What follows belongs to an exercise in optimizing a design on an open flow for small area and a short achievable clock period; a production flow would make more cautious choices. No run shown here included a check of the RTL's function; only the layout flow was run.

==> flow/design.v, too long to show whole: its modules and the start of the top module <==
// module fa: 10 lines
// module ha: 9 lines
// module benc: 17 lines
// module bpp: 10 lines
// module mac32: 628 lines
// module alu: 79 lines
// module alu_top: 32 lines
module alu_top(
    input                 clk,
    input        [31 : 0] A,
    input        [31 : 0] B,
    input        [3  : 0] aluop,
    output logic [31 : 0] alures,
    output logic          ZF,
    output logic          OF
);
  // ...
==> flow/flow/run.sh <==
#!/bin/bash
# The standard layout (the standard.sh, standard synthesis unchanged), with the
# timing repair after CTS and global routing aiming for a larger setup margin on the
# worst path only.
set -euo pipefail
bash standard.sh SETUP_SLACK_MARGIN=9 TNS_END_PERCENT=0 finish > flow.log 2>&1
==> flow/standard.sh <==
#!/bin/bash
# synth_recipe.tcl (not shown) runs the flow's synth.tcl, then flattens the netlist and writes it again
# the make line also repeats each setting of config.mk as NAME=value (left out here)
make -C /OpenROAD-flow-scripts/flow DESIGN_CONFIG=/design/flow/config.mk WORK_HOME=/design/flow/orfs CLKGATE_MAP_FILE= SYNTH_SCRIPT=/design/flow/synth_recipe.tcl "${@:-finish}"
==> flow/config.mk <==
export PLATFORM = sky130hd
export DESIGN_NAME = alu_top
export DESIGN_NICKNAME = alu_top
export VERILOG_FILES = /design/flow/design.v
export SDC_FILE = /design/flow/constraint.sdc
export NUM_CORES = 4
export LEC_CHECK = 0
export CAP_MARGIN = 20
export CORE_MARGIN = 2
export CORE_UTILIZATION = 40
export SLEW_MARGIN = 20
export SYNTH_HIERARCHICAL = 1
==> flow/constraint.sdc <==
create_clock -name core_clock -period 15.0 [get_ports {clk}]
set_input_delay 3.0000 -clock core_clock [delete_from_list [all_inputs] [get_ports {clk}]]
set_output_delay 3.0000 -clock core_clock [all_outputs]
set_load 0.01 [all_outputs]
==> impl_metrics.tcl, run 1 <==
set metrics [dict create \
    outcome "finished clean" \
    hold_buffers 0 \
    r2r_end "ZF" \
    synth_adder_area_share 0.294 \
    synth_cell_type_count 74 \
    floorplan.tapcells 688 \
    dpl_cell_area_um2 23600 \
    final_net_count 2839 \
    timing.hold.worst.start "A_r[31]" \
    netlist_top_cells_area "sky130_fd_sc_hd__fa_1, sky130_fd_sc_hd__a22oi_2, sky130_fd_sc_hd__xnor2_1" \
    die_h_um 236 \
    slew_headroom 0.255 \
    synth-compound-area-share 0.272 \
    min_delay_worst_endpoint "OF" \
    wire_length_of_the_first_global_routing_pass_um 135000 \
    tritoncts "yes" \
    worstSetupStartpointType "flip-flop" \
    final_core_util 0.500 \
    non_clk_invs 120 \
    drtAntennaViolNets 0 \
    rsz0062_at_grt "yes" \
    asyncSetResetFlopFracSynth 0 \
    timing.final.crit_share 0.471 \
    yosysWarnings 8 \
    max_freq_mhz 142 \
    grtUsageMet1 0.417 \
    crit_path_start "aluop_r[3]" \
    largestRegisters "A_r (32), B_r (32), alures (32)" \
    post_synth.cell_area_avg_um2 9.49 \
    timing.critical_path.required_ps 15310 \
    number_of_max_slew_violations_in_the_final_report 0 \
    drt_first_pass_iters 8 \
    netlist_area_um2 21500 \
    critPathCaptureType "flip-flop" \
    final-hold-violation-count 0 \
    buf_share 0.131 \
]
==> module benc, before the edit <==
module benc(
    input  m,
    input  s,
    input  b2,
    input  b1,
    input  b0,
    input  d1,
    input  d2,
    input  c1,
    output one,
    output two,
    output neg
);
    assign one = m ? (b1 ^ b0) : (s ? d1 : c1);
    assign two = m ? ((b2 & ~b1 & ~b0) | (~b2 & b1 & b0)) : (s & d2);
    assign neg = m & b2;
endmodule
==> module alu, before the edit <==
module alu(
    input        [31 : 0] A,
    input        [31 : 0] B,
    input        [3  : 0] aluop,
    output logic [31 : 0] alures,
    output logic          ZF,
    output logic          OF
);
    logic          m, addm, shm, rv, sub;
    assign m    = aluop[3] & ~aluop[2] & ~aluop[1];
    assign addm = aluop[3] & (aluop[2] | aluop[1]);
    assign shm  = ~aluop[3] & aluop[2] & (aluop[1] | aluop[0]);
    assign rv   = ~aluop[3] & aluop[2] & aluop[1];
    assign sub  = aluop[2];
    logic [15 : 0] d1, d2;
    genvar i;
    generate for (i = 0; i < 16; i++) begin : g_dig
        assign d1[i] = (B[4:1] == i) & ~B[0];
        assign d2[i] = (B[4:1] == i) & B[0];
    end endgenerate
    logic [31 : 0] rev_a, ma, r;
    generate for (i = 0; i < 32; i++) begin : g_rev
        assign rev_a[i] = A[31 - i];
    end endgenerate
    assign ma = rv ? rev_a : A;
    assign r  = {32{addm}} & (B ^ {32{sub}});
    logic [31 : 0] x, y, S, rev_s;
    mac32 U_mac(.a(ma), .b(B), .m(m), .s(shm), .d1(d1), .d2(d2), .r(r), .cin(addm & sub), .x(x), .y(y));
    assign S = x + y;
    generate for (i = 0; i < 32; i++) begin : g_revs
        assign rev_s[i] = S[31 - i];
    end endgenerate
    logic [31 : 0] px, ox;
    logic          zS;
    assign px = x ^ y;
    assign ox = x | y;
    assign zS = ~px[0] & ((px[31 : 1] ^ ox[30 : 0]) == 31'b0);
    logic bx31, ovf, lt;
    assign bx31 = B[31] ^ sub;
    assign ovf  = (A[31] == bx31) & (S[31] != A[31]);
    assign lt   = (A[31] ^ B[31]) ? (aluop[0] ? B[31] : A[31]) : S[31];
    logic          sfill;
    logic [31 : 0] fmask;
    assign sfill = rv & aluop[0] & A[31];
    assign fmask = {32{sfill}} & ~(32'hffffffff >> B[4:0]);
    logic [3 : 0]  tt;
    logic [31 : 0] lres;
    always_comb begin
        case (aluop[2:0])
            3'b000:  tt = 4'b1000;
            3'b001:  tt = 4'b1110;
            3'b010:  tt = 4'b0110;
            3'b011:  tt = 4'b0111;
            default: tt = 4'b0011;
        endcase
    end
    generate for (i = 0; i < 32; i++) begin : g_log
        assign lres[i] = A[i] ? (B[i] ? tt[3] : tt[2]) : (B[i] ? tt[1] : tt[0]);
    end endgenerate
    logic selS, selR, selL, selG;
    assign selS = aluop[3] & ~(aluop[2] & aluop[1]);        
    assign selL = aluop[3] & aluop[2] & aluop[1];           
    assign selR = rv;                                       
    assign selG = ~aluop[3] & ~(aluop[2] & (aluop[1] | aluop[0]));   
    logic [31 : 0] other;
    assign other = ({32{selG}} & lres) | fmask | {31'b0, selL & lt};
    always_comb begin
        if (selS | (aluop == 4'b0101)) alures = S;
        else if (selR)                 alures = rev_s | fmask;
        else                           alures = other;
    end
    always_comb begin
        if (selS | (aluop == 4'b0101)) ZF = zS;
        else if (selR)                 ZF = zS & ~sfill;
        else if (selL)                 ZF = ~lt;
        else                           ZF = (lres == 32'b0);
    end
    assign OF = ((aluop == 4'b1010) | (aluop == 4'b1100)) & ovf;
endmodule
==> inputs of run 2 (changes only) <==
--- a/flow/design.v
+++ b/flow/design.v
@@ -21,25 +21,40 @@
 module benc(
     input  m,
     input  s,
     input  b2,
     input  b1,
     input  b0,
     input  d1,
     input  d2,
-    input  c1,
     output one,
     output two,
     output neg
 );
-    assign one = m ? (b1 ^ b0) : (s ? d1 : c1);
+    assign one = m ? (b1 ^ b0) : (s & d1);
     assign two = m ? ((b2 & ~b1 & ~b0) | (~b2 & b1 & b0)) : (s & d2);
     assign neg = m & b2;
 endmodule
+module benc0(
+    input  m,
+    input  s,
+    input  b2,
+    input  b1,
+    input  d1,
+    input  d2,
+    input  c1,
+    output one,
+    output two,
+    output neg
+);
+    assign one = m ? b1 : (s ? d1 : c1);
+    assign two = m ? (b2 & ~b1) : (s & d2);
+    assign neg = m & b2;
+endmodule
 module bpp(
     input  one,
     input  two,
     input  neg,
     input  a1,
     input  a0,
     output pp
 );
@@ -47,16 +62,17 @@
 endmodule
 module mac32(
     input  [31 : 0] a,
     input  [31 : 0] b,
     input           m,
     input           s,
     input  [15 : 0] d1,
     input  [15 : 0] d2,
+    input           c1,
     input  [31 : 0] r,
     input           cin,
     output [31 : 0] x,
     output [31 : 0] y
 );
     wire [15 : 0] one, two, neg;
     wire pp1, pp2, pp3, pp4, pp5, pp6, pp7, pp8, pp9, pp10, pp11, pp12, pp13, pp14, pp15, pp16;
     wire pp17, pp18, pp19, pp20, pp21, pp22, pp23, pp24, pp25, pp26, pp27, pp28, pp29, pp30, pp31, pp32;
@@ -104,17 +120,17 @@
     wire s689, c690, s691, c692, s693, c694, s695, c696, s697, c698, s699, c700, s701, c702, s703, c704;
     wire s705, c706, s707, c708, s709, c710, s711, c712, s713, c714, s715, c716, s717, c718, s719, c720;
     wire s721, c722, s723, c724, s725, c726, s727, c728, s729, c730, s731, c732, s733, c734, s735, c736;
     wire s737, c738, s739, s740, c741, s742, c743, s744, c745, s746, c747, s748, c749, s750, c751, s752;
     wire c753, s754, c755, s756, c757, s758, c759, s760, c761, s762, c763, s764, c765, s766, c767, s768;
     wire c769, s770, c771, s772, c773, s774, c775, s776, c777, s778, c779, s780, c781, s782, c783, s784;
     wire c785, s786, c787, s788, c789, s790, c791, s792, c793, s794, c795, s796, c797, s798, c799, s800;
     wire c801, s802;
-    benc E0(.m(m), .s(s), .b2(b[1]), .b1(b[0]), .b0(1'b0), .d1(d1[0]), .d2(d2[0]), .c1(1'b1), .one(one[0]), .two(two[0]), .neg(neg[0]));
+    benc0 E0(.m(m), .s(s), .b2(b[1]), .b1(b[0]), .d1(d1[0]), .d2(d2[0]), .c1(c1), .one(one[0]), .two(two[0]), .neg(neg[0]));
     bpp P0_0(.one(one[0]), .two(two[0]), .neg(neg[0]), .a1(a[0]), .a0(1'b0), .pp(pp1));
     bpp P0_1(.one(one[0]), .two(two[0]), .neg(neg[0]), .a1(a[1]), .a0(a[0]), .pp(pp2));
     bpp P0_2(.one(one[0]), .two(two[0]), .neg(neg[0]), .a1(a[2]), .a0(a[1]), .pp(pp3));
     bpp P0_3(.one(one[0]), .two(two[0]), .neg(neg[0]), .a1(a[3]), .a0(a[2]), .pp(pp4));
     bpp P0_4(.one(one[0]), .two(two[0]), .neg(neg[0]), .a1(a[4]), .a0(a[3]), .pp(pp5));
     bpp P0_5(.one(one[0]), .two(two[0]), .neg(neg[0]), .a1(a[5]), .a0(a[4]), .pp(pp6));
     bpp P0_6(.one(one[0]), .two(two[0]), .neg(neg[0]), .a1(a[6]), .a0(a[5]), .pp(pp7));
     bpp P0_7(.one(one[0]), .two(two[0]), .neg(neg[0]), .a1(a[7]), .a0(a[6]), .pp(pp8));
@@ -137,17 +153,17 @@
     bpp P0_24(.one(one[0]), .two(two[0]), .neg(neg[0]), .a1(a[24]), .a0(a[23]), .pp(pp25));
     bpp P0_25(.one(one[0]), .two(two[0]), .neg(neg[0]), .a1(a[25]), .a0(a[24]), .pp(pp26));
     bpp P0_26(.one(one[0]), .two(two[0]), .neg(neg[0]), .a1(a[26]), .a0(a[25]), .pp(pp27));
     bpp P0_27(.one(one[0]), .two(two[0]), .neg(neg[0]), .a1(a[27]), .a0(a[26]), .pp(pp28));
     bpp P0_28(.one(one[0]), .two(two[0]), .neg(neg[0]), .a1(a[28]), .a0(a[27]), .pp(pp29));
     bpp P0_29(.one(one[0]), .two(two[0]), .neg(neg[0]), .a1(a[29]), .a0(a[28]), .pp(pp30));
     bpp P0_30(.one(one[0]), .two(two[0]), .neg(neg[0]), .a1(a[30]), .a0(a[29]), .pp(pp31));
     bpp P0_31(.one(one[0]), .two(two[0]), .neg(neg[0]), .a1(a[31]), .a0(a[30]), .pp(pp32));
-    benc E1(.m(m), .s(s), .b2(b[3]), .b1(b[2]), .b0(b[1]), .d1(d1[1]), .d2(d2[1]), .c1(1'b0), .one(one[1]), .two(two[1]), .neg(neg[1]));
+    benc E1(.m(m), .s(s), .b2(b[3]), .b1(b[2]), .b0(b[1]), .d1(d1[1]), .d2(d2[1]), .one(one[1]), .two(two[1]), .neg(neg[1]));
     bpp P1_0(.one(one[1]), .two(two[1]), .neg(neg[1]), .a1(a[0]), .a0(1'b0), .pp(pp33));
     bpp P1_1(.one(one[1]), .two(two[1]), .neg(neg[1]), .a1(a[1]), .a0(a[0]), .pp(pp34));
     bpp P1_2(.one(one[1]), .two(two[1]), .neg(neg[1]), .a1(a[2]), .a0(a[1]), .pp(pp35));
     bpp P1_3(.one(one[1]), .two(two[1]), .neg(neg[1]), .a1(a[3]), .a0(a[2]), .pp(pp36));
     bpp P1_4(.one(one[1]), .two(two[1]), .neg(neg[1]), .a1(a[4]), .a0(a[3]), .pp(pp37));
     bpp P1_5(.one(one[1]), .two(two[1]), .neg(neg[1]), .a1(a[5]), .a0(a[4]), .pp(pp38));
     bpp P1_6(.one(one[1]), .two(two[1]), .neg(neg[1]), .a1(a[6]), .a0(a[5]), .pp(pp39));
     bpp P1_7(.one(one[1]), .two(two[1]), .neg(neg[1]), .a1(a[7]), .a0(a[6]), .pp(pp40));
@@ -168,17 +184,17 @@
     bpp P1_22(.one(one[1]), .two(two[1]), .neg(neg[1]), .a1(a[22]), .a0(a[21]), .pp(pp55));
     bpp P1_23(.one(one[1]), .two(two[1]), .neg(neg[1]), .a1(a[23]), .a0(a[22]), .pp(pp56));
     bpp P1_24(.one(one[1]), .two(two[1]), .neg(neg[1]), .a1(a[24]), .a0(a[23]), .pp(pp57));
     bpp P1_25(.one(one[1]), .two(two[1]), .neg(neg[1]), .a1(a[25]), .a0(a[24]), .pp(pp58));
     bpp P1_26(.one(one[1]), .two(two[1]), .neg(neg[1]), .a1(a[26]), .a0(a[25]), .pp(pp59));
     bpp P1_27(.one(one[1]), .two(two[1]), .neg(neg[1]), .a1(a[27]), .a0(a[26]), .pp(pp60));
     bpp P1_28(.one(one[1]), .two(two[1]), .neg(neg[1]), .a1(a[28]), .a0(a[27]), .pp(pp61));
     bpp P1_29(.one(one[1]), .two(two[1]), .neg(neg[1]), .a1(a[29]), .a0(a[28]), .pp(pp62));
-    benc E2(.m(m), .s(s), .b2(b[5]), .b1(b[4]), .b0(b[3]), .d1(d1[2]), .d2(d2[2]), .c1(1'b0), .one(one[2]), .two(two[2]), .neg(neg[2]));
+    benc E2(.m(m), .s(s), .b2(b[5]), .b1(b[4]), .b0(b[3]), .d1(d1[2]), .d2(d2[2]), .one(one[2]), .two(two[2]), .neg(neg[2]));
     bpp P2_0(.one(one[2]), .two(two[2]), .neg(neg[2]), .a1(a[0]), .a0(1'b0), .pp(pp63));
     bpp P2_1(.one(one[2]), .two(two[2]), .neg(neg[2]), .a1(a[1]), .a0(a[0]), .pp(pp64));
     bpp P2_2(.one(one[2]), .two(two[2]), .neg(neg[2]), .a1(a[2]), .a0(a[1]), .pp(pp65));
     bpp P2_3(.one(one[2]), .two(two[2]), .neg(neg[2]), .a1(a[3]), .a0(a[2]), .pp(pp66));
     bpp P2_4(.one(one[2]), .two(two[2]), .neg(neg[2]), .a1(a[4]), .a0(a[3]), .pp(pp67));
     bpp P2_5(.one(one[2]), .two(two[2]), .neg(neg[2]), .a1(a[5]), .a0(a[4]), .pp(pp68));
     bpp P2_6(.one(one[2]), .two(two[2]), .neg(neg[2]), .a1(a[6]), .a0(a[5]), .pp(pp69));
     bpp P2_7(.one(one[2]), .two(two[2]), .neg(neg[2]), .a1(a[7]), .a0(a[6]), .pp(pp70));
@@ -197,17 +213,17 @@
     bpp P2_20(.one(one[2]), .two(two[2]), .neg(neg[2]), .a1(a[20]), .a0(a[19]), .pp(pp83));
     bpp P2_21(.one(one[2]), .two(two[2]), .neg(neg[2]), .a1(a[21]), .a0(a[20]), .pp(pp84));
     bpp P2_22(.one(one[2]), .two(two[2]), .neg(neg[2]), .a1(a[22]), .a0(a[21]), .pp(pp85));
     bpp P2_23(.one(one[2]), .two(two[2]), .neg(neg[2]), .a1(a[23]), .a0(a[22]), .pp(pp86));
     bpp P2_24(.one(one[2]), .two(two[2]), .neg(neg[2]), .a1(a[24]), .a0(a[23]), .pp(pp87));
     bpp P2_25(.one(one[2]), .two(two[2]), .neg(neg[2]), .a1(a[25]), .a0(a[24]), .pp(pp88));
     bpp P2_26(.one(one[2]), .two(two[2]), .neg(neg[2]), .a1(a[26]), .a0(a[25]), .pp(pp89));
     bpp P2_27(.one(one[2]), .two(two[2]), .neg(neg[2]), .a1(a[27]), .a0(a[26]), .pp(pp90));
-    benc E3(.m(m), .s(s), .b2(b[7]), .b1(b[6]), .b0(b[5]), .d1(d1[3]), .d2(d2[3]), .c1(1'b0), .one(one[3]), .two(two[3]), .neg(neg[3]));
+    benc E3(.m(m), .s(s), .b2(b[7]), .b1(b[6]), .b0(b[5]), .d1(d1[3]), .d2(d2[3]), .one(one[3]), .two(two[3]), .neg(neg[3]));
     bpp P3_0(.one(one[3]), .two(two[3]), .neg(neg[3]), .a1(a[0]), .a0(1'b0), .pp(pp91));
     bpp P3_1(.one(one[3]), .two(two[3]), .neg(neg[3]), .a1(a[1]), .a0(a[0]), .pp(pp92));
     bpp P3_2(.one(one[3]), .two(two[3]), .neg(neg[3]), .a1(a[2]), .a0(a[1]), .pp(pp93));
     bpp P3_3(.one(one[3]), .two(two[3]), .neg(neg[3]), .a1(a[3]), .a0(a[2]), .pp(pp94));
     bpp P3_4(.one(one[3]), .two(two[3]), .neg(neg[3]), .a1(a[4]), .a0(a[3]), .pp(pp95));
     bpp P3_5(.one(one[3]), .two(two[3]), .neg(neg[3]), .a1(a[5]), .a0(a[4]), .pp(pp96));
     bpp P3_6(.one(one[3]), .two(two[3]), .neg(neg[3]), .a1(a[6]), .a0(a[5]), .pp(pp97));
     bpp P3_7(.one(one[3]), .two(two[3]), .neg(neg[3]), .a1(a[7]), .a0(a[6]), .pp(pp98));
@@ -224,17 +240,17 @@
     bpp P3_18(.one(one[3]), .two(two[3]), .neg(neg[3]), .a1(a[18]), .a0(a[17]), .pp(pp109));
     bpp P3_19(.one(one[3]), .two(two[3]), .neg(neg[3]), .a1(a[19]), .a0(a[18]), .pp(pp110));
     bpp P3_20(.one(one[3]), .two(two[3]), .neg(neg[3]), .a1(a[20]), .a0(a[19]), .pp(pp111));
     bpp P3_21(.one(one[3]), .two(two[3]), .neg(neg[3]), .a1(a[21]), .a0(a[20]), .pp(pp112));
     bpp P3_22(.one(one[3]), .two(two[3]), .neg(neg[3]), .a1(a[22]), .a0(a[21]), .pp(pp113));
     bpp P3_23(.one(one[3]), .two(two[3]), .neg(neg[3]), .a1(a[23]), .a0(a[22]), .pp(pp114));
     bpp P3_24(.one(one[3]), .two(two[3]), .neg(neg[3]), .a1(a[24]), .a0(a[23]), .pp(pp115));
     bpp P3_25(.one(one[3]), .two(two[3]), .neg(neg[3]), .a1(a[25]), .a0(a[24]), .pp(pp116));
-    benc E4(.m(m), .s(s), .b2(b[9]), .b1(b[8]), .b0(b[7]), .d1(d1[4]), .d2(d2[4]), .c1(1'b0), .one(one[4]), .two(two[4]), .neg(neg[4]));
+    benc E4(.m(m), .s(s), .b2(b[9]), .b1(b[8]), .b0(b[7]), .d1(d1[4]), .d2(d2[4]), .one(one[4]), .two(two[4]), .neg(neg[4]));
     bpp P4_0(.one(one[4]), .two(two[4]), .neg(neg[4]), .a1(a[0]), .a0(1'b0), .pp(pp117));
     bpp P4_1(.one(one[4]), .two(two[4]), .neg(neg[4]), .a1(a[1]), .a0(a[0]), .pp(pp118));
     bpp P4_2(.one(one[4]), .two(two[4]), .neg(neg[4]), .a1(a[2]), .a0(a[1]), .pp(pp119));
     bpp P4_3(.one(one[4]), .two(two[4]), .neg(neg[4]), .a1(a[3]), .a0(a[2]), .pp(pp120));
     bpp P4_4(.one(one[4]), .two(two[4]), .neg(neg[4]), .a1(a[4]), .a0(a[3]), .pp(pp121));
     bpp P4_5(.one(one[4]), .two(two[4]), .neg(neg[4]), .a1(a[5]), .a0(a[4]), .pp(pp122));
     bpp P4_6(.one(one[4]), .two(two[4]), .neg(neg[4]), .a1(a[6]), .a0(a[5]), .pp(pp123));
     bpp P4_7(.one(one[4]), .two(two[4]), .neg(neg[4]), .a1(a[7]), .a0(a[6]), .pp(pp124));
@@ -249,17 +265,17 @@
     bpp P4_16(.one(one[4]), .two(two[4]), .neg(neg[4]), .a1(a[16]), .a0(a[15]), .pp(pp133));
     bpp P4_17(.one(one[4]), .two(two[4]), .neg(neg[4]), .a1(a[17]), .a0(a[16]), .pp(pp134));
     bpp P4_18(.one(one[4]), .two(two[4]), .neg(neg[4]), .a1(a[18]), .a0(a[17]), .pp(pp135));
     bpp P4_19(.one(one[4]), .two(two[4]), .neg(neg[4]), .a1(a[19]), .a0(a[18]), .pp(pp136));
     bpp P4_20(.one(one[4]), .two(two[4]), .neg(neg[4]), .a1(a[20]), .a0(a[19]), .pp(pp137));
     bpp P4_21(.one(one[4]), .two(two[4]), .neg(neg[4]), .a1(a[21]), .a0(a[20]), .pp(pp138));
     bpp P4_22(.one(one[4]), .two(two[4]), .neg(neg[4]), .a1(a[22]), .a0(a[21]), .pp(pp139));
     bpp P4_23(.one(one[4]), .two(two[4]), .neg(neg[4]), .a1(a[23]), .a0(a[22]), .pp(pp140));
-    benc E5(.m(m), .s(s), .b2(b[11]), .b1(b[10]), .b0(b[9]), .d1(d1[5]), .d2(d2[5]), .c1(1'b0), .one(one[5]), .two(two[5]), .neg(neg[5]));
+    benc E5(.m(m), .s(s), .b2(b[11]), .b1(b[10]), .b0(b[9]), .d1(d1[5]), .d2(d2[5]), .one(one[5]), .two(two[5]), .neg(neg[5]));
     bpp P5_0(.one(one[5]), .two(two[5]), .neg(neg[5]), .a1(a[0]), .a0(1'b0), .pp(pp141));
     bpp P5_1(.one(one[5]), .two(two[5]), .neg(neg[5]), .a1(a[1]), .a0(a[0]), .pp(pp142));
     bpp P5_2(.one(one[5]), .two(two[5]), .neg(neg[5]), .a1(a[2]), .a0(a[1]), .pp(pp143));
     bpp P5_3(.one(one[5]), .two(two[5]), .neg(neg[5]), .a1(a[3]), .a0(a[2]), .pp(pp144));
     bpp P5_4(.one(one[5]), .two(two[5]), .neg(neg[5]), .a1(a[4]), .a0(a[3]), .pp(pp145));
     bpp P5_5(.one(one[5]), .two(two[5]), .neg(neg[5]), .a1(a[5]), .a0(a[4]), .pp(pp146));
     bpp P5_6(.one(one[5]), .two(two[5]), .neg(neg[5]), .a1(a[6]), .a0(a[5]), .pp(pp147));
     bpp P5_7(.one(one[5]), .two(two[5]), .neg(neg[5]), .a1(a[7]), .a0(a[6]), .pp(pp148));
@@ -272,17 +288,17 @@
     bpp P5_14(.one(one[5]), .two(two[5]), .neg(neg[5]), .a1(a[14]), .a0(a[13]), .pp(pp155));
     bpp P5_15(.one(one[5]), .two(two[5]), .neg(neg[5]), .a1(a[15]), .a0(a[14]), .pp(pp156));
     bpp P5_16(.one(one[5]), .two(two[5]), .neg(neg[5]), .a1(a[16]), .a0(a[15]), .pp(pp157));
     bpp P5_17(.one(one[5]), .two(two[5]), .neg(neg[5]), .a1(a[17]), .a0(a[16]), .pp(pp158));
     bpp P5_18(.one(one[5]), .two(two[5]), .neg(neg[5]), .a1(a[18]), .a0(a[17]), .pp(pp159));
     bpp P5_19(.one(one[5]), .two(two[5]), .neg(neg[5]), .a1(a[19]), .a0(a[18]), .pp(pp160));
     bpp P5_20(.one(one[5]), .two(two[5]), .neg(neg[5]), .a1(a[20]), .a0(a[19]), .pp(pp161));
     bpp P5_21(.one(one[5]), .two(two[5]), .neg(neg[5]), .a1(a[21]), .a0(a[20]), .pp(pp162));
-    benc E6(.m(m), .s(s), .b2(b[13]), .b1(b[12]), .b0(b[11]), .d1(d1[6]), .d2(d2[6]), .c1(1'b0), .one(one[6]), .two(two[6]), .neg(neg[6]));
+    benc E6(.m(m), .s(s), .b2(b[13]), .b1(b[12]), .b0(b[11]), .d1(d1[6]), .d2(d2[6]), .one(one[6]), .two(two[6]), .neg(neg[6]));
     bpp P6_0(.one(one[6]), .two(two[6]), .neg(neg[6]), .a1(a[0]), .a0(1'b0), .pp(pp163));
     bpp P6_1(.one(one[6]), .two(two[6]), .neg(neg[6]), .a1(a[1]), .a0(a[0]), .pp(pp164));
     bpp P6_2(.one(one[6]), .two(two[6]), .neg(neg[6]), .a1(a[2]), .a0(a[1]), .pp(pp165));
     bpp P6_3(.one(one[6]), .two(two[6]), .neg(neg[6]), .a1(a[3]), .a0(a[2]), .pp(pp166));
     bpp P6_4(.one(one[6]), .two(two[6]), .neg(neg[6]), .a1(a[4]), .a0(a[3]), .pp(pp167));
     bpp P6_5(.one(one[6]), .two(two[6]), .neg(neg[6]), .a1(a[5]), .a0(a[4]), .pp(pp168));
     bpp P6_6(.one(one[6]), .two(two[6]), .neg(neg[6]), .a1(a[6]), .a0(a[5]), .pp(pp169));
     bpp P6_7(.one(one[6]), .two(two[6]), .neg(neg[6]), .a1(a[7]), .a0(a[6]), .pp(pp170));
@@ -293,17 +309,17 @@
     bpp P6_12(.one(one[6]), .two(two[6]), .neg(neg[6]), .a1(a[12]), .a0(a[11]), .pp(pp175));
     bpp P6_13(.one(one[6]), .two(two[6]), .neg(neg[6]), .a1(a[13]), .a0(a[12]), .pp(pp176));
     bpp P6_14(.one(one[6]), .two(two[6]), .neg(neg[6]), .a1(a[14]), .a0(a[13]), .pp(pp177));
     bpp P6_15(.one(one[6]), .two(two[6]), .neg(neg[6]), .a1(a[15]), .a0(a[14]), .pp(pp178));
     bpp P6_16(.one(one[6]), .two(two[6]), .neg(neg[6]), .a1(a[16]), .a0(a[15]), .pp(pp179));
     bpp P6_17(.one(one[6]), .two(two[6]), .neg(neg[6]), .a1(a[17]), .a0(a[16]), .pp(pp180));
     bpp P6_18(.one(one[6]), .two(two[6]), .neg(neg[6]), .a1(a[18]), .a0(a[17]), .pp(pp181));
     bpp P6_19(.one(one[6]), .two(two[6]), .neg(neg[6]), .a1(a[19]), .a0(a[18]), .pp(pp182));
-    benc E7(.m(m), .s(s), .b2(b[15]), .b1(b[14]), .b0(b[13]), .d1(d1[7]), .d2(d2[7]), .c1(1'b0), .one(one[7]), .two(two[7]), .neg(neg[7]));
+    benc E7(.m(m), .s(s), .b2(b[15]), .b1(b[14]), .b0(b[13]), .d1(d1[7]), .d2(d2[7]), .one(one[7]), .two(two[7]), .neg(neg[7]));
     bpp P7_0(.one(one[7]), .two(two[7]), .neg(neg[7]), .a1(a[0]), .a0(1'b0), .pp(pp183));
     bpp P7_1(.one(one[7]), .two(two[7]), .neg(neg[7]), .a1(a[1]), .a0(a[0]), .pp(pp184));
     bpp P7_2(.one(one[7]), .two(two[7]), .neg(neg[7]), .a1(a[2]), .a0(a[1]), .pp(pp185));
     bpp P7_3(.one(one[7]), .two(two[7]), .neg(neg[7]), .a1(a[3]), .a0(a[2]), .pp(pp186));
     bpp P7_4(.one(one[7]), .two(two[7]), .neg(neg[7]), .a1(a[4]), .a0(a[3]), .pp(pp187));
     bpp P7_5(.one(one[7]), .two(two[7]), .neg(neg[7]), .a1(a[5]), .a0(a[4]), .pp(pp188));
     bpp P7_6(.one(one[7]), .two(two[7]), .neg(neg[7]), .a1(a[6]), .a0(a[5]), .pp(pp189));
     bpp P7_7(.one(one[7]), .two(two[7]), .neg(neg[7]), .a1(a[7]), .a0(a[6]), .pp(pp190));
@@ -312,94 +328,94 @@
     bpp P7_10(.one(one[7]), .two(two[7]), .neg(neg[7]), .a1(a[10]), .a0(a[9]), .pp(pp193));
     bpp P7_11(.one(one[7]), .two(two[7]), .neg(neg[7]), .a1(a[11]), .a0(a[10]), .pp(pp194));
     bpp P7_12(.one(one[7]), .two(two[7]), .neg(neg[7]), .a1(a[12]), .a0(a[11]), .pp(pp195));
     bpp P7_13(.one(one[7]), .two(two[7]), .neg(neg[7]), .a1(a[13]), .a0(a[12]), .pp(pp196));
     bpp P7_14(.one(one[7]), .two(two[7]), .neg(neg[7]), .a1(a[14]), .a0(a[13]), .pp(pp197));
     bpp P7_15(.one(one[7]), .two(two[7]), .neg(neg[7]), .a1(a[15]), .a0(a[14]), .pp(pp198));
     bpp P7_16(.one(one[7]), .two(two[7]), .neg(neg[7]), .a1(a[16]), .a0(a[15]), .pp(pp199));
     bpp P7_17(.one(one[7]), .two(two[7]), .neg(neg[7]), .a1(a[17]), .a0(a[16]), .pp(pp200));
-    benc E8(.m(m), .s(s), .b2(b[17]), .b1(b[16]), .b0(b[15]), .d1(d1[8]), .d2(d2[8]), .c1(1'b0), .one(one[8]), .two(two[8]), .neg(neg[8]));
+    benc E8(.m(m), .s(s), .b2(b[17]), .b1(b[16]), .b0(b[15]), .d1(d1[8]), .d2(d2[8]), .one(one[8]), .two(two[8]), .neg(neg[8]));
     bpp P8_0(.one(one[8]), .two(two[8]), .neg(neg[8]), .a1(a[0]), .a0(1'b0), .pp(pp201));
     bpp P8_1(.one(one[8]), .two(two[8]), .neg(neg[8]), .a1(a[1]), .a0(a[0]), .pp(pp202));
     bpp P8_2(.one(one[8]), .two(two[8]), .neg(neg[8]), .a1(a[2]), .a0(a[1]), .pp(pp203));
     bpp P8_3(.one(one[8]), .two(two[8]), .neg(neg[8]), .a1(a[3]), .a0(a[2]), .pp(pp204));
     bpp P8_4(.one(one[8]), .two(two[8]), .neg(neg[8]), .a1(a[4]), .a0(a[3]), .pp(pp205));
     bpp P8_5(.one(one[8]), .two(two[8]), .neg(neg[8]), .a1(a[5]), .a0(a[4]), .pp(pp206));
     bpp P8_6(.one(one[8]), .two(two[8]), .neg(neg[8]), .a1(a[6]), .a0(a[5]), .pp(pp207));
     bpp P8_7(.one(one[8]), .two(two[8]), .neg(neg[8]), .a1(a[7]), .a0(a[6]), .pp(pp208));
     bpp P8_8(.one(one[8]), .two(two[8]), .neg(neg[8]), .a1(a[8]), .a0(a[7]), .pp(pp209));
     bpp P8_9(.one(one[8]), .two(two[8]), .neg(neg[8]), .a1(a[9]), .a0(a[8]), .pp(pp210));
     bpp P8_10(.one(one[8]), .two(two[8]), .neg(neg[8]), .a1(a[10]), .a0(a[9]), .pp(pp211));
     bpp P8_11(.one(one[8]), .two(two[8]), .neg(neg[8]), .a1(a[11]), .a0(a[10]), .pp(pp212));
     bpp P8_12(.one(one[8]), .two(two[8]), .neg(neg[8]), .a1(a[12]), .a0(a[11]), .pp(pp213));
     bpp P8_13(.one(one[8]), .two(two[8]), .neg(neg[8]), .a1(a[13]), .a0(a[12]), .pp(pp214));
     bpp P8_14(.one(one[8]), .two(two[8]), .neg(neg[8]), .a1(a[14]), .a0(a[13]), .pp(pp215));
     bpp P8_15(.one(one[8]), .two(two[8]), .neg(neg[8]), .a1(a[15]), .a0(a[14]), .pp(pp216));
-    benc E9(.m(m), .s(s), .b2(b[19]), .b1(b[18]), .b0(b[17]), .d1(d1[9]), .d2(d2[9]), .c1(1'b0), .one(one[9]), .two(two[9]), .neg(neg[9]));
+    benc E9(.m(m), .s(s), .b2(b[19]), .b1(b[18]), .b0(b[17]), .d1(d1[9]), .d2(d2[9]), .one(one[9]), .two(two[9]), .neg(neg[9]));
     bpp P9_0(.one(one[9]), .two(two[9]), .neg(neg[9]), .a1(a[0]), .a0(1'b0), .pp(pp217));
     bpp P9_1(.one(one[9]), .two(two[9]), .neg(neg[9]), .a1(a[1]), .a0(a[0]), .pp(pp218));
     bpp P9_2(.one(one[9]), .two(two[9]), .neg(neg[9]), .a1(a[2]), .a0(a[1]), .pp(pp219));
     bpp P9_3(.one(one[9]), .two(two[9]), .neg(neg[9]), .a1(a[3]), .a0(a[2]), .pp(pp220));
     bpp P9_4(.one(one[9]), .two(two[9]), .neg(neg[9]), .a1(a[4]), .a0(a[3]), .pp(pp221));
     bpp P9_5(.one(one[9]), .two(two[9]), .neg(neg[9]), .a1(a[5]), .a0(a[4]), .pp(pp222));
     bpp P9_6(.one(one[9]), .two(two[9]), .neg(neg[9]), .a1(a[6]), .a0(a[5]), .pp(pp223));
     bpp P9_7(.one(one[9]), .two(two[9]), .neg(neg[9]), .a1(a[7]), .a0(a[6]), .pp(pp224));
     bpp P9_8(.one(one[9]), .two(two[9]), .neg(neg[9]), .a1(a[8]), .a0(a[7]), .pp(pp225));
     bpp P9_9(.one(one[9]), .two(two[9]), .neg(neg[9]), .a1(a[9]), .a0(a[8]), .pp(pp226));
     bpp P9_10(.one(one[9]), .two(two[9]), .neg(neg[9]), .a1(a[10]), .a0(a[9]), .pp(pp227));
     bpp P9_11(.one(one[9]), .two(two[9]), .neg(neg[9]), .a1(a[11]), .a0(a[10]), .pp(pp228));
     bpp P9_12(.one(one[9]), .two(two[9]), .neg(neg[9]), .a1(a[12]), .a0(a[11]), .pp(pp229));
     bpp P9_13(.one(one[9]), .two(two[9]), .neg(neg[9]), .a1(a[13]), .a0(a[12]), .pp(pp230));
-    benc E10(.m(m), .s(s), .b2(b[21]), .b1(b[20]), .b0(b[19]), .d1(d1[10]), .d2(d2[10]), .c1(1'b0), .one(one[10]), .two(two[10]), .neg(neg[10]));
+    benc E10(.m(m), .s(s), .b2(b[21]), .b1(b[20]), .b0(b[19]), .d1(d1[10]), .d2(d2[10]), .one(one[10]), .two(two[10]), .neg(neg[10]));
     bpp P10_0(.one(one[10]), .two(two[10]), .neg(neg[10]), .a1(a[0]), .a0(1'b0), .pp(pp231));
     bpp P10_1(.one(one[10]), .two(two[10]), .neg(neg[10]), .a1(a[1]), .a0(a[0]), .pp(pp232));
     bpp P10_2(.one(one[10]), .two(two[10]), .neg(neg[10]), .a1(a[2]), .a0(a[1]), .pp(pp233));
     bpp P10_3(.one(one[10]), .two(two[10]), .neg(neg[10]), .a1(a[3]), .a0(a[2]), .pp(pp234));
     bpp P10_4(.one(one[10]), .two(two[10]), .neg(neg[10]), .a1(a[4]), .a0(a[3]), .pp(pp235));
     bpp P10_5(.one(one[10]), .two(two[10]), .neg(neg[10]), .a1(a[5]), .a0(a[4]), .pp(pp236));
     bpp P10_6(.one(one[10]), .two(two[10]), .neg(neg[10]), .a1(a[6]), .a0(a[5]), .pp(pp237));
     bpp P10_7(.one(one[10]), .two(two[10]), .neg(neg[10]), .a1(a[7]), .a0(a[6]), .pp(pp238));
     bpp P10_8(.one(one[10]), .two(two[10]), .neg(neg[10]), .a1(a[8]), .a0(a[7]), .pp(pp239));
     bpp P10_9(.one(one[10]), .two(two[10]), .neg(neg[10]), .a1(a[9]), .a0(a[8]), .pp(pp240));
     bpp P10_10(.one(one[10]), .two(two[10]), .neg(neg[10]), .a1(a[10]), .a0(a[9]), .pp(pp241));
     bpp P10_11(.one(one[10]), .two(two[10]), .neg(neg[10]), .a1(a[11]), .a0(a[10]), .pp(pp242));
-    benc E11(.m(m), .s(s), .b2(b[23]), .b1(b[22]), .b0(b[21]), .d1(d1[11]), .d2(d2[11]), .c1(1'b0), .one(one[11]), .two(two[11]), .neg(neg[11]));
+    benc E11(.m(m), .s(s), .b2(b[23]), .b1(b[22]), .b0(b[21]), .d1(d1[11]), .d2(d2[11]), .one(one[11]), .two(two[11]), .neg(neg[11]));
     bpp P11_0(.one(one[11]), .two(two[11]), .neg(neg[11]), .a1(a[0]), .a0(1'b0), .pp(pp243));
     bpp P11_1(.one(one[11]), .two(two[11]), .neg(neg[11]), .a1(a[1]), .a0(a[0]), .pp(pp244));
     bpp P11_2(.one(one[11]), .two(two[11]), .neg(neg[11]), .a1(a[2]), .a0(a[1]), .pp(pp245));
     bpp P11_3(.one(one[11]), .two(two[11]), .neg(neg[11]), .a1(a[3]), .a0(a[2]), .pp(pp246));
     bpp P11_4(.one(one[11]), .two(two[11]), .neg(neg[11]), .a1(a[4]), .a0(a[3]), .pp(pp247));
     bpp P11_5(.one(one[11]), .two(two[11]), .neg(neg[11]), .a1(a[5]), .a0(a[4]), .pp(pp248));
     bpp P11_6(.one(one[11]), .two(two[11]), .neg(neg[11]), .a1(a[6]), .a0(a[5]), .pp(pp249));
     bpp P11_7(.one(one[11]), .two(two[11]), .neg(neg[11]), .a1(a[7]), .a0(a[6]), .pp(pp250));
     bpp P11_8(.one(one[11]), .two(two[11]), .neg(neg[11]), .a1(a[8]), .a0(a[7]), .pp(pp251));
     bpp P11_9(.one(one[11]), .two(two[11]), .neg(neg[11]), .a1(a[9]), .a0(a[8]), .pp(pp252));
-    benc E12(.m(m), .s(s), .b2(b[25]), .b1(b[24]), .b0(b[23]), .d1(d1[12]), .d2(d2[12]), .c1(1'b0), .one(one[12]), .two(two[12]), .neg(neg[12]));
+    benc E12(.m(m), .s(s), .b2(b[25]), .b1(b[24]), .b0(b[23]), .d1(d1[12]), .d2(d2[12]), .one(one[12]), .two(two[12]), .neg(neg[12]));
     bpp P12_0(.one(one[12]), .two(two[12]), .neg(neg[12]), .a1(a[0]), .a0(1'b0), .pp(pp253));
     bpp P12_1(.one(one[12]), .two(two[12]), .neg(neg[12]), .a1(a[1]), .a0(a[0]), .pp(pp254));
     bpp P12_2(.one(one[12]), .two(two[12]), .neg(neg[12]), .a1(a[2]), .a0(a[1]), .pp(pp255));
     bpp P12_3(.one(one[12]), .two(two[12]), .neg(neg[12]), .a1(a[3]), .a0(a[2]), .pp(pp256));
     bpp P12_4(.one(one[12]), .two(two[12]), .neg(neg[12]), .a1(a[4]), .a0(a[3]), .pp(pp257));
     bpp P12_5(.one(one[12]), .two(two[12]), .neg(neg[12]), .a1(a[5]), .a0(a[4]), .pp(pp258));
     bpp P12_6(.one(one[12]), .two(two[12]), .neg(neg[12]), .a1(a[6]), .a0(a[5]), .pp(pp259));
     bpp P12_7(.one(one[12]), .two(two[12]), .neg(neg[12]), .a1(a[7]), .a0(a[6]), .pp(pp260));
-    benc E13(.m(m), .s(s), .b2(b[27]), .b1(b[26]), .b0(b[25]), .d1(d1[13]), .d2(d2[13]), .c1(1'b0), .one(one[13]), .two(two[13]), .neg(neg[13]));
+    benc E13(.m(m), .s(s), .b2(b[27]), .b1(b[26]), .b0(b[25]), .d1(d1[13]), .d2(d2[13]), .one(one[13]), .two(two[13]), .neg(neg[13]));
     bpp P13_0(.one(one[13]), .two(two[13]), .neg(neg[13]), .a1(a[0]), .a0(1'b0), .pp(pp261));
     bpp P13_1(.one(one[13]), .two(two[13]), .neg(neg[13]), .a1(a[1]), .a0(a[0]), .pp(pp262));
     bpp P13_2(.one(one[13]), .two(two[13]), .neg(neg[13]), .a1(a[2]), .a0(a[1]), .pp(pp263));
     bpp P13_3(.one(one[13]), .two(two[13]), .neg(neg[13]), .a1(a[3]), .a0(a[2]), .pp(pp264));
     bpp P13_4(.one(one[13]), .two(two[13]), .neg(neg[13]), .a1(a[4]), .a0(a[3]), .pp(pp265));
     bpp P13_5(.one(one[13]), .two(two[13]), .neg(neg[13]), .a1(a[5]), .a0(a[4]), .pp(pp266));
-    benc E14(.m(m), .s(s), .b2(b[29]), .b1(b[28]), .b0(b[27]), .d1(d1[14]), .d2(d2[14]), .c1(1'b0), .one(one[14]), .two(two[14]), .neg(neg[14]));
+    benc E14(.m(m), .s(s), .b2(b[29]), .b1(b[28]), .b0(b[27]), .d1(d1[14]), .d2(d2[14]), .one(one[14]), .two(two[14]), .neg(neg[14]));
     bpp P14_0(.one(one[14]), .two(two[14]), .neg(neg[14]), .a1(a[0]), .a0(1'b0), .pp(pp267));
     bpp P14_1(.one(one[14]), .two(two[14]), .neg(neg[14]), .a1(a[1]), .a0(a[0]), .pp(pp268));
     bpp P14_2(.one(one[14]), .two(two[14]), .neg(neg[14]), .a1(a[2]), .a0(a[1]), .pp(pp269));
     bpp P14_3(.one(one[14]), .two(two[14]), .neg(neg[14]), .a1(a[3]), .a0(a[2]), .pp(pp270));
-    benc E15(.m(m), .s(s), .b2(b[31]), .b1(b[30]), .b0(b[29]), .d1(d1[15]), .d2(d2[15]), .c1(1'b0), .one(one[15]), .two(two[15]), .neg(neg[15]));
+    benc E15(.m(m), .s(s), .b2(b[31]), .b1(b[30]), .b0(b[29]), .d1(d1[15]), .d2(d2[15]), .one(one[15]), .two(two[15]), .neg(neg[15]));
     bpp P15_0(.one(one[15]), .two(two[15]), .neg(neg[15]), .a1(a[0]), .a0(1'b0), .pp(pp271));
     bpp P15_1(.one(one[15]), .two(two[15]), .neg(neg[15]), .a1(a[1]), .a0(a[0]), .pp(pp272));
     ha H1(.x(neg[11]), .y(r[22]), .s(s273), .c(c274));
     ha H2(.x(r[23]), .y(pp108), .s(s275), .c(c276));
     fa F3(.x(neg[12]), .y(r[24]), .z(pp109), .s(s277), .c(c278));
     ha H4(.x(pp133), .y(pp155), .s(s279), .c(c280));
     fa F5(.x(r[25]), .y(pp110), .z(pp134), .s(s281), .c(c282));
     ha H6(.x(pp156), .y(pp176), .s(s283), .c(c284));
@@ -677,86 +693,74 @@
 module alu(
     input        [31 : 0] A,
     input        [31 : 0] B,
     input        [3  : 0] aluop,
     output logic [31 : 0] alures,
     output logic          ZF,
     output logic          OF
 );
-    logic          m, addm, shm, rv, sub;
+    logic m, addm, shm, rv, sub, lgm;
     assign m    = aluop[3] & ~aluop[2] & ~aluop[1];
     assign addm = aluop[3] & (aluop[2] | aluop[1]);
     assign shm  = ~aluop[3] & aluop[2] & (aluop[1] | aluop[0]);
     assign rv   = ~aluop[3] & aluop[2] & aluop[1];
+    assign lgm  = ~aluop[3] & ~(aluop[2] & (aluop[1] | aluop[0]));
     assign sub  = aluop[2];
     logic [15 : 0] d1, d2;
     genvar i;
     generate for (i = 0; i < 16; i++) begin : g_dig
         assign d1[i] = (B[4:1] == i) & ~B[0];
         assign d2[i] = (B[4:1] == i) & B[0];
     end endgenerate
+    logic [3 : 0]  tt;
+    logic [31 : 0] lres;
+    always_comb begin
+        case (aluop[2:0])
+            3'b000:  tt = 4'b1000;
+            3'b001:  tt = 4'b1110;
+            3'b010:  tt = 4'b0110;
+            3'b011:  tt = 4'b0111;
+            default: tt = 4'b0011;
+        endcase
+    end
+    generate for (i = 0; i < 32; i++) begin : g_log
+        assign lres[i] = A[i] ? (B[i] ? tt[3] : tt[2]) : (B[i] ? tt[1] : tt[0]);
+    end endgenerate
     logic [31 : 0] rev_a, ma, r;
     generate for (i = 0; i < 32; i++) begin : g_rev
         assign rev_a[i] = A[31 - i];
     end endgenerate
     assign ma = rv ? rev_a : A;
-    assign r  = {32{addm}} & (B ^ {32{sub}});
-    logic [31 : 0] x, y, S, rev_s;
-    mac32 U_mac(.a(ma), .b(B), .m(m), .s(shm), .d1(d1), .d2(d2), .r(r), .cin(addm & sub), .x(x), .y(y));
+    assign r  = ({32{addm}} & (B ^ {32{sub}})) | ({32{lgm}} & lres);
+    logic [31 : 0] x, y, S;
+    mac32 U_mac(.a(ma), .b(B), .m(m), .s(shm), .d1(d1), .d2(d2), .c1(addm), .r(r),
+                .cin(addm & sub), .x(x), .y(y));
     assign S = x + y;
-    generate for (i = 0; i < 32; i++) begin : g_revs
-        assign rev_s[i] = S[31 - i];
-    end endgenerate
     logic [31 : 0] px, ox;
     logic          zS;
     assign px = x ^ y;
     assign ox = x | y;
     assign zS = ~px[0] & ((px[31 : 1] ^ ox[30 : 0]) == 31'b0);
-    logic bx31, ovf, lt;
+    logic bx31, lt, lts;
     assign bx31 = B[31] ^ sub;
-    assign ovf  = (A[31] == bx31) & (S[31] != A[31]);
     assign lt   = (A[31] ^ B[31]) ? (aluop[0] ? B[31] : A[31]) : S[31];
+    assign lts  = aluop[3] & aluop[2] & aluop[1];           
     logic          sfill;
     logic [31 : 0] fmask;
     assign sfill = rv & aluop[0] & A[31];
     assign fmask = {32{sfill}} & ~(32'hffffffff >> B[4:0]);
-    logic [3 : 0]  tt;
-    logic [31 : 0] lres;
-    always_comb begin
-        case (aluop[2:0])
-            3'b000:  tt = 4'b1000;
-            3'b001:  tt = 4'b1110;
-            3'b010:  tt = 4'b0110;
-            3'b011:  tt = 4'b0111;
-            default: tt = 4'b0011;
-        endcase
-    end
-    generate for (i = 0; i < 32; i++) begin : g_log
-        assign lres[i] = A[i] ? (B[i] ? tt[3] : tt[2]) : (B[i] ? tt[1] : tt[0]);
+    generate for (i = 0; i < 32; i++) begin : g_res
+        if (i == 0)
+            assign alures[i] = lts ? lt : (rv ? S[31 - i] | fmask[i] : S[i]);
+        else
+            assign alures[i] = ~lts & (rv ? S[31 - i] | fmask[i] : S[i]);
     end endgenerate
-    logic selS, selR, selL, selG;
-    assign selS = aluop[3] & ~(aluop[2] & aluop[1]);        
-    assign selL = aluop[3] & aluop[2] & aluop[1];           
-    assign selR = rv;                                       
-    assign selG = ~aluop[3] & ~(aluop[2] & (aluop[1] | aluop[0]));   
-    logic [31 : 0] other;
-    assign other = ({32{selG}} & lres) | fmask | {31'b0, selL & lt};
-    always_comb begin
-        if (selS | (aluop == 4'b0101)) alures = S;
-        else if (selR)                 alures = rev_s | fmask;
-        else                           alures = other;
-    end
-    always_comb begin
-        if (selS | (aluop == 4'b0101)) ZF = zS;
-        else if (selR)                 ZF = zS & ~sfill;
-        else if (selL)                 ZF = ~lt;
-        else                           ZF = (lres == 32'b0);
-    end
-    assign OF = ((aluop == 4'b1010) | (aluop == 4'b1100)) & ovf;
+    assign ZF = lts ? ~lt : (zS & ~sfill);
+    assign OF = ((aluop == 4'b1010) | (aluop == 4'b1100)) & (A[31] == bx31) & (S[31] != A[31]);
 endmodule
 `timescale 1ns / 1ps
 module alu_top(
     input                 clk,
     input        [31 : 0] A,
     input        [31 : 0] B,
     input        [3  : 0] aluop,
     output logic [31 : 0] alures,
==> run 2 against run 1 <==
Against the previous run:
- register-to-register slack got worse by 110 ps
- global-route usage down 1.2 points
- cell count shrank 7.1%
- synthesized area shrank 5.6%
- setup slack lost 110 ps
- sequential share of layout area increased by 0.54 points
- utilization shrank 0.64 points
- clock-buffer cell count increased by 2
- largest cell class unchanged
- via count fell by 7.8%
- critical path depth up 6
==> impl_metrics.tcl, run 2 <==
set metrics [dict create \
    final_core_util 0.494 \
    cts.clk_slew.worst_paths_ps 70 \
    num_antenna_cells 0 \
    synth_edf_count 0 \
    die_width_um 229 \
    clock_tree.root_cell "sky130_fd_sc_hd__clkbuf_16" \
    cts_htree_levels 3 \
    fin_crit_ps 7180 \
    yosys.cell_count.top_type "sky130_fd_sc_hd__xnor2_1" \
    drt_first_pass_iters 6 \
    netlist_instances 2098 \
    share_of_layout_cells_above_drive_strength_1 0.278 \
    slew_headroom 0.416 \
    worstSetupStartpointType "flip-flop" \
    synth_largest_area_cell "sky130_fd_sc_hd__fa_1" \
    first_global_vias 18900 \
    tritoncts "yes" \
    drtAntennaViolNets 0 \
    post-route-worst-setup-slack_ps 7820 \
    post_synth.cell_area_avg_um2 9.66 \
    timing.hold.worst.start "B_r[4]" \
    netlist_area_um2 20300 \
    yosysWarnings 8 \
    reg2reg_slack_ps 7820 \
    netlist_top_cells_count "sky130_fd_sc_hd__xnor2_1, sky130_fd_sc_hd__a22oi_2, sky130_fd_sc_hd__fa_1, sky130_fd_sc_hd__nand2_1, sky130_fd_sc_hd__a21oi_1" \
    die-area_um2 52500 \
    slowest_stage "sky130_fd_sc_hd__fa_2" \
    timing.final.crit_share 0.478 \
    final_net_count 2634 \
    die_h_um 229 \
    detail_route.iter0.violations 2518 \
    synth-seq-area-share 0.101 \
    maximum_capacitance_violations 0 \
    grt_antenna_before_repair 1 \
    critPathCaptureType "flip-flop" \
    maximum_clock_insertion_buffer_count 2 \
    floorplan.initialDensity 0.405 \
    drc 0 \
    worstHoldPathType "reg -> reg" \
    grt_start_max_net_pins 36 \
    total_routed_length_um 83400 \
    clock_net_sink_count 102 \
    data_arrival_at_the_endpoint_of_the_critical_path_ps 7450 \
    leading_cell_type_in_the_layout_fill_and_taps_excluded "sky130_fd_sc_hd__xnor2_1" \
    fin_hold_ws_ps 815 \
    critical_path.reg2reg.startpoint "aluop_r[3]" \
    area_growth_pct 22.0 \
    asyncSetResetFlopFracSynth 0 \
    largestRegisters "A_r (32), B_r (32), alures (32)" \
    worst-setup-path-type "reg -> reg" \
    rsz0062_at_grt "yes" \
    outcome "finished clean" \
    min_delay_worst_endpoint "alures[9]" \
    vias 18600 \
    timing.critical_path.slowest_cell_delay_ps 630 \
    place_congestion 0.979 \
    dp_worst_setup_slack_ps 6360 \
    r2r.worst_path.cells 31 \
    dpl_cell_area_um2 22200 \
    vias_per_cell 6.39 \
    number_of_max_slew_violations_in_the_final_report 0 \
    grt_use_total 0.314 \
    max_freq_mhz 139 \
    hold_buffers 0 \
    numPlacedInstances 2799 \
    netlist_top_cells_area "sky130_fd_sc_hd__fa_1, sky130_fd_sc_hd__a22oi_2, sky130_fd_sc_hd__xnor2_1" \
    r2r_end "alures[0]" \
    crit_path_start "aluop_r[3]" \
    port_buffers 102 \
    tritoncts_buffers 9 \
    instances_no_fill 2907 \
    finalSetupViolCount 0 \
    hold_path_depth 3 \
    path_max_fanout 10 \
    globalRoute.totalOverflow 0 \
    design_area_um2 24700 \
    postSynth.topFlopCell "sky130_fd_sc_hd__dfxtp_1" \
    clock_latency_late_sink_ps 390 \
    rows 82 \
    final-hold-violation-count 0 \
    critical-path-top-cell-by-count "sky130_fd_sc_hd__fa_1" \
    timing.critical_path.required_ps 15270 \
    wire_length_of_the_first_global_routing_pass_um 123000 \
    fin_skew_ps 16.8 \
    pin_count 103 \
    worstMarginPinSlew_ps 867 \
    core_region_area_um2 50100 \
    synth_cell_type_count 65 \
    final.fill_count 4604 \
    most-common-layout-cells "sky130_fd_sc_hd__xnor2_1, sky130_fd_sc_hd__a22oi_2, sky130_fd_sc_hd__fa_1, sky130_fd_sc_hd__nand2_1, sky130_fd_sc_hd__a21oi_1" \
    ys_ff_latch 102 \
    fin_setup_tns_ps 0 \
    synth_largest_type_area_fraction 0.239 \
    wl_per_cell_um 28.7 \
    dp.final_hpwl_um 53800 \
]
run 2: worst max path at each step:
stage / cells past startpoint / endpoint / slack (ps)
4_1_cts: 29 / OF / 8100
5_1_grt: 30 / alures[0] / 7640
6_report: 31 / alures[0] / 7820
2_1_floorplan: 26 / OF / 5770
3_5_place_dp: 22 / OF / 6360
3_3_place_gp: 24 / alures[1] / 6500
run 2: layout make-up:
cell class | count | area (um2) | share of cell area
multi-input cells | 1774 | 18100 | 0.730
well taps | 672 | 841 | 0.0340
repair buffers | 257 | 3130 | 0.127
flip-flops and latches | 102 | 2060 | 0.0833
inverters | 86 | 342 | 0.0138
clock buffers | 12 | 246 | 0.00997
clock inverters | 4 | 55.1 | 0.00223
run 2: timing repair:
item,in CTS,in global routing
endpoints found under the setup margin,34,34
gates cloned,20,0
pin swaps,78,35
gates resized for setup,223,32
buffers inserted,68,4
run 2: worst max-delay path, delay by kind of cell, from the launching register on:
family                   cells  cell delay (ps)
AO/OA/AOI/OAI                7             1170
XOR/XNOR                     1              140
adder cells (fa/ha/maj)      7             3210
buffers and inverters       11             1330
flip-flops                   1              360
multiplexers                 1              180
AND/OR/NAND/NOR              4              650
run 2: logic make-up (layout without fill, tap and decap cells):
kind of cell    Yosys count  count (layout)  share of synthesized area
flops                   102             102                      0.101
simple gates            401             402                     0.0920
fa+ha+maj               335             335                      0.296
buf+inv                 238             359                     0.0561
other cells               1              16                   0.000185
xor+xnor                347             347                      0.150
compound gates          656             656                      0.296
mux                      18              18                    0.00895
run 2: routing by layer:
| metal | vias up | global-route usage | wire length [um] |
|---|---|---|---|
| met5 | - | 0 | 0 |
| met4 | 0 | 0.185 | 6070 |
| met3 | 350 | 0.0847 | 9320 |
| met2 | 1314 | 0.480 | 36300 |
| met1 | 9216 | 0.396 | 31700 |
| li1 | 7690 | - | - |
run 2: Yosys stat by module (local to each module, per instance):
module   cells  times used
benc0        7           1
mac32       66           1
alu        987           1
bpp          2         272
ha           1          31
fa           1         241
benc         8          15
alu_top    102           1

==> separate check: timing with driven ports <==
Ports are ideal in the flow. The routed layouts listed here were re-timed in OpenROAD. Step 1, drivers: a clkbuf_16 drives clk and a buf_2 each remaining input, both assumed. Step 2 times the ports against the registers' clock, not the clock port: input delays grow and output delays shrink by t, the midpoint of the rising clock arrivals with the driver on. Slacks: ideal ports / drivers / drivers and shift; pairs: ideal ports / drivers.
run | shift t [ns] | setup WS [ns] | latest minus earliest clock arrival (ns) | slew at the worst register clock pin (ns) | worst slew at a driven data input, ns
run 1 | 0.422 | 7.934 / 7.934 / 7.934 | 0.026 / 0.026 | 0.09 / 0.09 | 0.06
run 2 | 0.433 | 7.825 / 7.825 / 7.825 | 0.019 / 0.019 | 0.08 / 0.08 | 0.05
After both steps every run listed still meets setup and hold.
